This design comes from an exercise in tuning for small area on the open sky130 flow, not from production work.
In this exercise RTL edits were held to simulation tests only and were not proved equivalent to the original.
Power is estimated from default activity; no workload was simulated.

`flow/run.sh`:
```
#!/bin/bash
# synth_recipe.tcl (not shown) runs the flow's synth.tcl, then flattens the netlist and writes it again
# the make line also repeats each setting of config.mk as NAME=value (left out here)
make -C /OpenROAD-flow-scripts/flow DESIGN_CONFIG=/design/flow/config.mk WORK_HOME=/design/flow/orfs CLKGATE_MAP_FILE= SYNTH_SCRIPT=/design/flow/synth_recipe.tcl finish
```
`flow/config.mk`:
```
export PLATFORM = sky130hd
export DESIGN_NAME = projeto_vinho_top
export DESIGN_NICKNAME = projeto_vinho_top
export VERILOG_FILES = /design/flow/design.v
export SDC_FILE = /design/flow/constraint.sdc
export NUM_CORES = 4
export LEC_CHECK = 0
export CAP_MARGIN = 20
export CORE_MARGIN = 2
export CORE_UTILIZATION = 40
export PLACE_DENSITY = 0.6
export SLEW_MARGIN = 20
```
`flow/constraint.sdc`:
```
create_clock -name core_clock -period 10.0 [get_ports {CLOCK_50}]
set_input_delay 2.0000 -clock core_clock [delete_from_list [all_inputs] [get_ports {CLOCK_50}]]
set_output_delay 2.0000 -clock core_clock [all_outputs]
set_load 0.01 [all_outputs]
```
`flow/design.v`:
```
module fsm_main (
    input wire clk,                       
    input wire reset,                     
    input wire cmd_iniciar,               
    input wire sensor_nivel,              
    input wire alarme_rolha,              
	 input wire aprovado,                 
    input wire reprovado,               
	 output wire esteira,						 
    output wire valvula_ativa,            
    output wire vedacao_ativa,            
    output wire decrementar_rolha,        
    output wire descarte_ativo,           
    output wire garrafa_aprovada,         
	 output wire posicao_cq
);
    localparam IDLE = 4'b0000 ;
	 localparam ESTEIRA = 4'b0001 ;
    localparam ENCHENDO = 4'b0010 ;
    localparam CONCLUIDO = 4'b0011 ;
	 localparam VEDANDO =  4'b0100 ;
	 localparam POSICAO_CQ = 4'b0101 ;
	 localparam DESCARTANDO = 4'b0110 ;
	 localparam APROVADO = 4'b0111 ;
	 reg [25:0] tempo_motor;
	 reg [25:0] tempo_ved;
	 reg [25:0] tempo_descarte;
	 reg [25:0] tempo_aprovado;
	 parameter UM_SEGUNDO = 26'd1000;    
	 reg motor;
    reg [3:0] estado_atual;
    always @(posedge clk or posedge reset) begin
        if (reset) begin
            estado_atual <= IDLE;
				tempo_motor <= 0;
				tempo_ved <= 0;
				motor <= 1'b0;
				tempo_descarte <= 0;
				tempo_aprovado <= 0;
        end else begin
            case (estado_atual)
                IDLE: begin
							tempo_motor <= 0;
							motor <= 1'b0;
                    if (cmd_iniciar) begin
                        estado_atual <= ESTEIRA;
                    end
                end
					 ESTEIRA: begin
							motor <= 1'b1;
							tempo_motor <= tempo_motor + 1;
							tempo_descarte <= 0;
							tempo_ved <= 0;
							tempo_aprovado <= 0;
							if (tempo_motor >= UM_SEGUNDO) begin
								motor <= 1'b0;
								tempo_motor <= 0;
								estado_atual <= ENCHENDO;
							end
                end
                ENCHENDO: begin
                    if (sensor_nivel && !alarme_rolha) begin
                        estado_atual <= VEDANDO;
                    end
						  else if (alarme_rolha) begin
								estado_atual <= IDLE;
							end
                end
					 VEDANDO: begin
						tempo_ved <= tempo_ved+1;
						if (tempo_ved >= UM_SEGUNDO) begin
							tempo_ved <= 0;
							estado_atual <= POSICAO_CQ;
						end
					 end
					 POSICAO_CQ: begin
                    if (reprovado && !aprovado) begin
                        estado_atual <= DESCARTANDO;
                    end
						  if (aprovado && !reprovado) begin
                        estado_atual <= APROVADO;
                    end
					 end
					 DESCARTANDO: begin
							tempo_descarte <= tempo_descarte+1;
							if (tempo_descarte >= UM_SEGUNDO) begin
								tempo_descarte <= 0;
								 estado_atual <= ESTEIRA;
							end
                end
                APROVADO: begin
                    tempo_aprovado <= tempo_aprovado+1;
                    if (tempo_aprovado >= UM_SEGUNDO) begin
								tempo_aprovado <= 0;
                        estado_atual <= ESTEIRA;
                    end
                end
                default: begin
                    estado_atual <= IDLE;
                end
            endcase
        end
    end
    wire state_bit0, state_bit1, state_bit2, state_bit3;
    buf (state_bit0, estado_atual[0]);
    buf (state_bit1, estado_atual[1]);
	 buf (state_bit2, estado_atual[2]);
	 buf (state_bit3, estado_atual[3]);
    wire not_state_bit0, not_state_bit1, not_state_bit2, not_state_bit3;
    not (not_state_bit0, state_bit0);
    not (not_state_bit1, state_bit1);
	 not (not_state_bit2, state_bit2);
	 not (not_state_bit3, state_bit3);
	 buf (esteira, motor);
    and (valvula_ativa, not_state_bit3, not_state_bit2, state_bit1, not_state_bit0);
	 wire estado_ved;
	 and (estado_ved, not_state_bit3, state_bit2, not_state_bit1, not_state_bit0);
	 buf (vedacao_ativa , estado_ved);
	 buf (decrementar_rolha, estado_ved);
	 and (posicao_cq, not_state_bit3, state_bit2, not_state_bit1, state_bit0);
	 and (descarte_ativo, not_state_bit3, state_bit2, state_bit1, not_state_bit0);
	 and (garrafa_aprovada, not_state_bit3, state_bit2, state_bit1, state_bit0);
endmodule
module contador_rolhas (
    input wire clk,                       
    input wire reset,                     
    input wire decrementar,               
    input wire sw_adicionar_manual,       
    output reg dispensador_ativo,         
    output reg alarme_rolha_vazia,        
    output reg [6:0] contador_valor       
);
    parameter MAX_ROLHAS = 7'd99;
    parameter LIMITE_REPOSICAO = 7'd5;    
    parameter QTD_REPOSICAO = 7'd15;      
    localparam IDLE = 2'd0;
    localparam DISPENSANDO = 2'd1;
    localparam AGUARDANDO = 2'd2;
	 reg estoque;
    reg [1:0] estado_dispensador;
    reg [25:0] timer_dispensador;         
    reg adicionar_rolhas_dispensador;     
    parameter TEMPO_DISPENSADOR = 26'd1000;  
    reg decrementar_prev;
    reg sw_adicionar_prev;
    wire pulso_decrementar;
    wire pulso_adicionar;
    assign pulso_decrementar = decrementar && !decrementar_prev;
    assign pulso_adicionar = sw_adicionar_manual && !sw_adicionar_prev;
    always @(posedge clk or posedge reset) begin
        if (reset) begin
            decrementar_prev <= 1'b0;
            sw_adicionar_prev <= 1'b0;
        end else begin
            decrementar_prev <= decrementar;
            sw_adicionar_prev <= sw_adicionar_manual;
        end
    end
    always @(posedge clk or posedge reset) begin
        if (reset) begin
            contador_valor <= 7'd20;   
            alarme_rolha_vazia <= 1'b0;
            estado_dispensador <= IDLE;
            dispensador_ativo <= 1'b0;
            timer_dispensador <= 0;
            adicionar_rolhas_dispensador <= 1'b0;
				estoque <= 1'b1;
        end else begin
            case (estado_dispensador)
                IDLE: begin
                    dispensador_ativo <= 1'b0;
                    timer_dispensador <= 0;
                    adicionar_rolhas_dispensador <= 1'b0;
                    if (contador_valor == LIMITE_REPOSICAO && estoque) begin
                        estado_dispensador <= DISPENSANDO;
                        dispensador_ativo <= 1'b1;
                    end
                end
                DISPENSANDO: begin
                    dispensador_ativo <= 1'b1;
                    timer_dispensador <= timer_dispensador + 1;
                    adicionar_rolhas_dispensador <= 1'b0;
                    if (timer_dispensador >= TEMPO_DISPENSADOR && estoque) begin
                        adicionar_rolhas_dispensador <= 1'b1;   
                        estado_dispensador <= AGUARDANDO;
                        dispensador_ativo <= 1'b0;
                        timer_dispensador <= 0;
								estoque <= 1'b0;
                    end
                end
                AGUARDANDO: begin
                    dispensador_ativo <= 1'b0;
                    adicionar_rolhas_dispensador <= 1'b0;
                    if (contador_valor != LIMITE_REPOSICAO && 
                        contador_valor != (LIMITE_REPOSICAO + QTD_REPOSICAO)) begin
                        estado_dispensador <= IDLE;
                    end
                end
                default: begin
                    estado_dispensador <= IDLE;
                    dispensador_ativo <= 1'b0;
                    adicionar_rolhas_dispensador <= 1'b0;
						  estoque <= 1'b1;
                end
            endcase
            if (adicionar_rolhas_dispensador) begin
                if (contador_valor + QTD_REPOSICAO <= MAX_ROLHAS) begin
                    contador_valor <= contador_valor + QTD_REPOSICAO;
                end else begin
                    contador_valor <= MAX_ROLHAS;
                end
            end else if (pulso_adicionar && contador_valor < MAX_ROLHAS) begin
                contador_valor <= contador_valor + 1;
            end else if (pulso_decrementar && contador_valor > 0) begin
                contador_valor <= contador_valor - 1;
            end
            if (contador_valor == 0) begin
                alarme_rolha_vazia <= 1'b1;
            end else if (contador_valor == 1 && pulso_decrementar) begin
                alarme_rolha_vazia <= 1'b1;
            end else begin
                alarme_rolha_vazia <= 1'b0;
            end
        end
    end
endmodule
module contador_duzias_v2 (
    input wire clk,
    input wire reset,
    input wire incrementar,
    output reg [6:0] contador_valor
);
    parameter MAX_DUZIAS = 7'd10;
    parameter DUZIA = 7'd12;
    reg [3:0] doze;
    reg incrementar_prev;        
    wire pulso_subida;           
    assign pulso_subida = incrementar && !incrementar_prev;
    always @(posedge clk or posedge reset) begin
        if (reset) begin
            contador_valor <= 7'd0;
            doze <= 4'd0;
            incrementar_prev <= 1'b0;
        end else begin
            incrementar_prev <= incrementar;
            if (pulso_subida) begin
                if (doze >= DUZIA - 1) begin  
                    doze <= 0;
                    if (contador_valor >= MAX_DUZIAS)
                        contador_valor <= 0;  
                    else
                        contador_valor <= contador_valor + 1;
                end else begin
                    doze <= doze + 1;
                end
            end
        end
    end
endmodule
module debounce (
    input wire clk,               
    input wire reset,             
    input wire button_in,         
    output reg pulse_out          
);
    parameter COUNTER_WIDTH = 20;
    parameter COUNTER_MAX = 20'd20;  
    reg [COUNTER_WIDTH-1:0] counter;
    reg button_sync_0;           
    reg button_sync_1;           
    reg button_stable;           
    reg button_stable_prev;      
    always @(posedge clk or posedge reset) begin
        if (reset) begin
            button_sync_0 <= 1'b1;   
            button_sync_1 <= 1'b1;
        end else begin
            button_sync_0 <= button_in;
            button_sync_1 <= button_sync_0;
        end
    end
    always @(posedge clk or posedge reset) begin
        if (reset) begin
            counter <= 0;
            button_stable <= 1'b1;   
        end else begin
            if (button_sync_1 != button_stable) begin
                counter <= counter + 1;
                if (counter >= COUNTER_MAX) begin
                    button_stable <= button_sync_1;
                    counter <= 0;
                end
            end else begin
                counter <= 0;
            end
        end
    end
    always @(posedge clk or posedge reset) begin
        if (reset) begin
            button_stable_prev <= 1'b1;
        end else begin
            button_stable_prev <= button_stable;
        end
    end
    always @(posedge clk or posedge reset) begin
        if (reset) begin
            pulse_out <= 1'b0;
        end else begin
            pulse_out <= (button_stable_prev == 1'b1) && (button_stable == 1'b0);
        end
    end
endmodule
module decodificador_display (
    input wire [6:0] valor,         
    output reg [6:0] hex1,          
    output reg [6:0] hex0           
);
    wire [3:0] dezena;
    wire [3:0] unidade;
    assign dezena = valor / 10;
    assign unidade = valor % 10;
    always @(*) begin
        case (unidade)
            4'd0: hex0 = 7'b1000000;  
            4'd1: hex0 = 7'b1111001;  
            4'd2: hex0 = 7'b0100100;  
            4'd3: hex0 = 7'b0110000;  
            4'd4: hex0 = 7'b0011001;  
            4'd5: hex0 = 7'b0010010;  
            4'd6: hex0 = 7'b0000010;  
            4'd7: hex0 = 7'b1111000;  
            4'd8: hex0 = 7'b0000000;  
            4'd9: hex0 = 7'b0010000;  
            default: hex0 = 7'b1111111;  
        endcase
    end
    always @(*) begin
        case (dezena)
            4'd0: hex1 = 7'b1000000;  
            4'd1: hex1 = 7'b1111001;  
            4'd2: hex1 = 7'b0100100;  
            4'd3: hex1 = 7'b0110000;  
            4'd4: hex1 = 7'b0011001;  
            4'd5: hex1 = 7'b0010010;  
            4'd6: hex1 = 7'b0000010;  
            4'd7: hex1 = 7'b1111000;  
            4'd8: hex1 = 7'b0000000;  
            4'd9: hex1 = 7'b0010000;  
            default: hex1 = 7'b1111111;  
        endcase
    end
endmodule
module projeto_vinho_top (
    input wire CLOCK_50,                      
    input wire KEY0,                          
    input wire KEY1,                          
    input wire [7:0] SW,                      
    output wire [9:0] LEDR,                   
    output wire [6:0] HEX0,                   
    output wire [6:0] HEX1,                   
    output wire [6:0] HEX2,                   
    output wire [6:0] HEX3                    
);
    wire sensor_nivel;                        
    wire aprovado_cq;                         
    wire reprovado_cq;                        
    wire sensor_posicao_cq;                    
    wire sw_adicionar_rolha;                  
	 wire iniciar;
    wire clk;
    wire reset;
    wire not_key1;
    wire posicao_cq;
    wire esteira_enchimento;
	 debounce debounce_sensor (
        .clk(clk),
        .reset(reset),
        .button_in(SW[1]),
        .pulse_out(sensor_nivel)
    );
	debounce debounce_apro_cq (
        .clk(clk),
        .reset(reset),
        .button_in(SW[2]),
        .pulse_out(aprovado_cq)
    );
	 debounce debounce_repro_cq (
        .clk(clk),
        .reset(reset),
        .button_in(SW[3]),
        .pulse_out(reprovado_cq)
    );
	 debounce debounce_add_rolha (
        .clk(clk),
        .reset(reset),
        .button_in(SW[7]),
        .pulse_out(sw_adicionar_rolha)
    );
	 not (iniciar, KEY0);
    wire alarme_rolha_vazia;                  
    wire dispensador_ativo;                   
    wire descarte_ativo;                      
    wire vedacao_ativa;                       
    wire valvula_ativa;                       
    wire motor_ativo;                         
    supply0 gnd;   
    wire zero_const;
    buf (zero_const, gnd);
    buf (LEDR[0], alarme_rolha_vazia);
    buf (LEDR[1], zero_const);                
    buf (LEDR[2], zero_const);                
    buf (LEDR[3], zero_const);                
    buf (LEDR[4], posicao_cq);                
    buf (LEDR[5], dispensador_ativo);
    buf (LEDR[6], descarte_ativo);		 
    buf (LEDR[7], vedacao_ativa);
    buf (LEDR[8], valvula_ativa);
    buf (LEDR[9], motor_ativo);
    buf (clk, CLOCK_50);
    not (not_key1, KEY1);                   
    buf (reset, not_key1);
    wire pulso_start;
    wire pulso_reset;
    wire cmd_mover_para_enchimento;
    wire cmd_mover_para_cq;
    wire cmd_mover_para_final;
    wire cmd_encher;
    wire cmd_vedar;
    wire incrementar_garrafa;
    wire enchimento_concluido;
    wire vedacao_concluida;
    wire cq_concluida;
    wire garrafa_aprovada;
    wire decrementar_rolha;
    wire [6:0] contador_rolhas;
    wire [6:0] contador_duzias;
    or (motor_ativo, esteira_enchimento);
    debounce debounce_start (
        .clk(clk),
        .reset(reset),
        .button_in(KEY0),
        .pulse_out(pulso_start)
    );
    fsm_main fsm_main_inst (
		.clk(clk),                       
		.reset(reset),                     
		.cmd_iniciar(iniciar),               
		.sensor_nivel(sensor_nivel),              
		.alarme_rolha(alarme_rolha_vazia),              
		.aprovado(aprovado_cq),                 
		.reprovado(reprovado_cq),               
		.esteira(esteira_enchimento),						 
		.valvula_ativa(valvula_ativa),            
		.vedacao_ativa(vedacao_ativa),            
		.decrementar_rolha(decrementar_rolha),        
		.descarte_ativo(descarte_ativo),           
		.garrafa_aprovada(garrafa_aprovada),         
		.posicao_cq(posicao_cq)
	);
    contador_rolhas contador_rolhas_inst (
        .clk(clk),
        .reset(reset),
        .decrementar(decrementar_rolha),
        .sw_adicionar_manual(sw_adicionar_rolha),
        .dispensador_ativo(dispensador_ativo),
        .alarme_rolha_vazia(alarme_rolha_vazia),
        .contador_valor(contador_rolhas)
    );
	 buf (incrementar_garrafa, garrafa_aprovada);
	 wire reset_duzias;
	 or (reset_duzias, reset, pulso_start);
    contador_duzias_v2 contador_duzias_inst (
        .clk(clk),
        .reset(reset_duzias),
        .incrementar(incrementar_garrafa),
        .contador_valor(contador_duzias)
    );
    decodificador_display dec_rolhas (
        .valor(contador_rolhas),
        .hex1(HEX1),
        .hex0(HEX0)
    );
    decodificador_display dec_duzias (
        .valor(contador_duzias),
        .hex1(HEX3),
        .hex0(HEX2)
    );
endmodule
```
==> out/results.txt <==
N_diodes - 0
Sequential-to-total area share from yosys stat - 51.81%
Worst-Skew Late Latency - 0.54 ns
Critical-path cell list - or2_1, ha_1, nand2b_2, o2111ai_2, a22oi_1, or3_4, clkinv_2, a211oi_2, o31ai_4, inv_4, xnor2_1, inv_1, ha_1, a21oi_1, o21ai_0, a21boi_0, a211oi_2, a21o_1, clkdlybuf4s50_1
RSZ-0062 raised after global routing - false
P&R area growth vs syn - 14.59%
PostCTS Resize Cnt - 0
Initial Utilization - 40.35%
Die width - 190.2 um
Switching part of the total - 30.69%
Fillcell total - 3,232
Max Clock Freq - 125.7 MHz
Busiest layer in global routing - met2
Worst r2r src - contador_rolhas_inst.timer_dispensador[12]
Sequential share of power - 37.0%
Hold-fix buffers, CTS - 0
Max-Cap Viols - 0
Yosys warns - 5
Number of synthesized flops with an enable pin - 0
Clock Skew - 0.009984 ns
Io pins - 49
Post-synthesis register bit count - 286
Die area - 36,180 sq um
Top cell family by delay on the critical path - compound AO/OA/AOI/OAI gates
Top cell type's share of synthesized area - 47.45%
Met1 usage - 19.94%
Layout cells sized above 1 - 7.498%
Slew margin rel. - 28.04%
Grt total ovfl - 0
Highest-delay cell along the critical path - dfrtp_1
Startpoint types - flop
Initial drt markers - 646
Vias in the first global route - 9,757
Initial antenna violation count - 0
Post-Synthesis Cells - 1,400
Internal - 2.388 mW
Critical path depth - 19
Synth Flop Type - dfrtp_1
Die Y - 190.2 um
R2R cell count - 7
H-Tree Depth - 1
Root buf cell - clkbuf_16
Post-synth top area cell - dfrtp_1
Post-CTS Setup Inserts - 0
Post-route DRC - 0
Grt met3 use - 1.711%
GRT Util Overall - 14.54%
Total CTS buffers - 30
Worst setup path start - contador_duzias_inst.contador_valor[5]
Worst r2r dst - contador_rolhas_inst.timer_dispensador[19]
Combinational group share of total power - 29.7%
PortBufs - 41
First-pass GRT wire length - 45,370 um
Final worst path period share - 79.56%
Avg WL per Cell - 13.14 um
CTS max path bufs - 3
Vias - 10,020
Slew @ Worst Pin - 1.079 ns
Met2 GRT Util - 24.56%
DRT Wirelength - 25,770 um
WP data arrival - 5.96 ns
Clock power share - 33.3%
Power Density - 216.8 nW/um^2
Final Hold Fails - 0
Maximum vdd drop - 0.3039 mV
Detail Route Antenna Nets - 0
Final #Nets - 1,547
Syn Area/Cell - 9.907 sq um
CTS tree - done
Largest stage delay on the critical path - 0.58 ns
Hold WS - 0.3544 ns
P_sw - 1.057 mW
Global placement routability congestion - 0.8710
Rows - 68
Worst Setup End Kind - output port
1st-pass router iterations - 5
Critical setup path kind - flop to output port
Cell variety after synth - 89
Worst EP required - 8.00 ns
Synthesized area - 13,870 sq um
CTS clk-pin slew, worst paths - 0.06 ns
Core Region - 34,370 sq um
Fin. max-slew vios - 0
Reg2reg setup slack - 6.98 ns
Crit-path max FO - 21
Vias per inst - 5.109
Pin count of the biggest net entering global routing - 178
Sink Count - 286
Synth area leaders - dfrtp_1 (47%), ha_1 (4.6%), o21ai_0 (4.4%)
Setup violations, final - 0
Post-synth ARST share - 100.0%
Final Critical Period - 7.956 ns
Buffers & Inverters on Critical Path - 4
Setup TNS - 0 ns
Worst Hold Class - flop to flop
Leak - 7.098 nW
Status - no timing/DRC/antenna violations
Post-DP HPWL - 16,840 um
CP Capture Point - HEX2[3]
[cells in the final DEF (no fill, tap or decap), drive strengths merged, types with 19 or more instances in the layout]
cell,instances
a21oi,65
a31oi,21
and2,63
and3,24
clkbuf,45
clkdlybuf4s50,40
conb,78
dfrtp,263
dfstp,23
ha,51
inv,52
nand2,114
nand2b,19
nand3,52
nor2,124
nor2b,24
nor3,27
nor4,39
o21ai,125
xor2,28
[sequential cells by signal (all words and copies together), names as in the netlist, 26 cells and up]
| signal | flops |
|---|---|
| fsm_main_inst.tempo_aprovado | 26 |
| contador_rolhas_inst.timer_dispensador | 26 |
| fsm_main_inst.tempo_descarte | 26 |
| fsm_main_inst.tempo_motor | 26 |
| fsm_main_inst.tempo_ved | 26 |
[power by group through the flow]
stage          clock (mW)  combinational (mW)  sequential [mW]
4_1_cts              1.18                1.03             1.27
5_1_grt              1.23                1.14             1.28
2_1_floorplan           0               0.713             1.23
3_3_place_gp            0                1.02             1.29
6_report             1.15                1.02             1.27
3_5_place_dp            0                1.03             1.29
[area by class of cell]
type | count | area, sq um | area share (%)
clock buffer | 45 | 908.4 | 5.716
clock inverter | 9 | 135.1 | 0.8503
inverter | 54 | 206.4 | 1.299
multi-input combinational | 1069 | 6437 | 40.51
sequential | 286 | 7186 | 45.21
tap | 455 | 569.3 | 3.582
timing repair buffer | 44 | 450.4 | 2.834
[cell families after synthesis]
logic type	after synthesis	synth area share (%)
adder cells (fa/ha/maj)	54	4.826
other	1	0.02704
flip-flops	286	51.81
buffers and inverters	122	3.879
AND/OR/NAND/NOR	558	20.88
multiplexers	19	1.534
XOR/XNOR	44	2.914
AO/OA/AOI/OAI	316	14.14
[synthesized netlist by cell type, types with 8 or more instances]
master / count
and3_1: 24
and4_1: 8
nand3_1: 51
or3_1: 8
o211ai_1: 8
dfstp_2: 23
a31oi_1: 20
nor3_1: 27
nand2b_1: 18
mux2_2: 8
o31ai_1: 14
mux2i_1: 10
a21oi_1: 65
nand4_1: 17
dfrtp_1: 263
inv_1: 50
o21ai_0: 122
ha_1: 51
nand2_1: 114
and2_1: 61
or2_2: 10
nor2b_1: 23
buf_4: 12
clkbuf_1: 43
xor2_1: 28
buf_2: 10
a21o_1: 12
nor2_1: 123
nor4_1: 39
xnor2_1: 15
[metal layers]
| layer | vias to the layer above | wire length, um |
|---|---|---|
| li1 | 5001 | - |
| met4 | 0 | 398 |
| met2 | 168 | 12080 |
| met5 | - | 0 |
| met1 | 4824 | 12330 |
| met3 | 31 | 964 |
[metrics by stage]
stage                     utilization [%]  cells  area [sq um]  setup WS [ns]  total power [mW]
after CTS                           46.23   1962         15890          2.085             3.487
after global routing                46.24   1962         15890          1.594             3.654
after floorplan                         -   1477         14160          4.084             1.947
final                               46.24   1962         15890          2.044             3.445
after detailed placement            43.19   1908         14850          2.687             2.323
after global placement              43.19   1908         14850          2.744             2.311
[worst min-delay path by stage]
stage                                           startpoint  slack (ns)                          endpoint  depth (start not counted)
after floorplan           debounce_add_rolha.button_sync_0        0.35  debounce_add_rolha.button_sync_1                          0
after global placement    debounce_add_rolha.button_sync_0        0.35  debounce_add_rolha.button_sync_1                          0
after detailed placement   debounce_repro_cq.button_sync_0        0.35   debounce_repro_cq.button_sync_1                          0
after CTS                  debounce_repro_cq.button_sync_0        0.36   debounce_repro_cq.button_sync_1                          0
after global routing       debounce_repro_cq.button_sync_0        0.36   debounce_repro_cq.button_sync_1                          0
final                      debounce_repro_cq.button_sync_0        0.35   debounce_repro_cq.button_sync_1                          0

-- static timing again, ports no longer ideal --
The flow's constraints put no driver on any port. The routed layout listed below was extracted and timed again, unchanged, in two steps. Step 1 (the two cells are an assumption about what drives the block):
set clk [get_ports {CLOCK_50}]
set_driving_cell -lib_cell sky130_fd_sc_hd__clkbuf_16 $clk
set_driving_cell -lib_cell sky130_fd_sc_hd__buf_2 [delete_from_list [all_inputs] $clk]
Step 2, shift: input delay + t, output delay - t, t = (earliest + latest rising clock arrival at the registers) / 2. This alone moves slack from input paths to output paths. Three values: ideal, step 1, step 2; two values: the first two.
shift t [ns]: 0.589
setup WS [ns]: 2.044 / 1.993 / 2.581
latest minus earliest clock arrival (ns): 0.010 / 0.011
worst data-port slew with drivers (ns): 0.05
pins driven straight from the clock port: 1
After both steps this run still meets setup and hold. For this run, drivers alone change the setup slack by -0.051 ns; drivers and shift together by +0.537 ns.
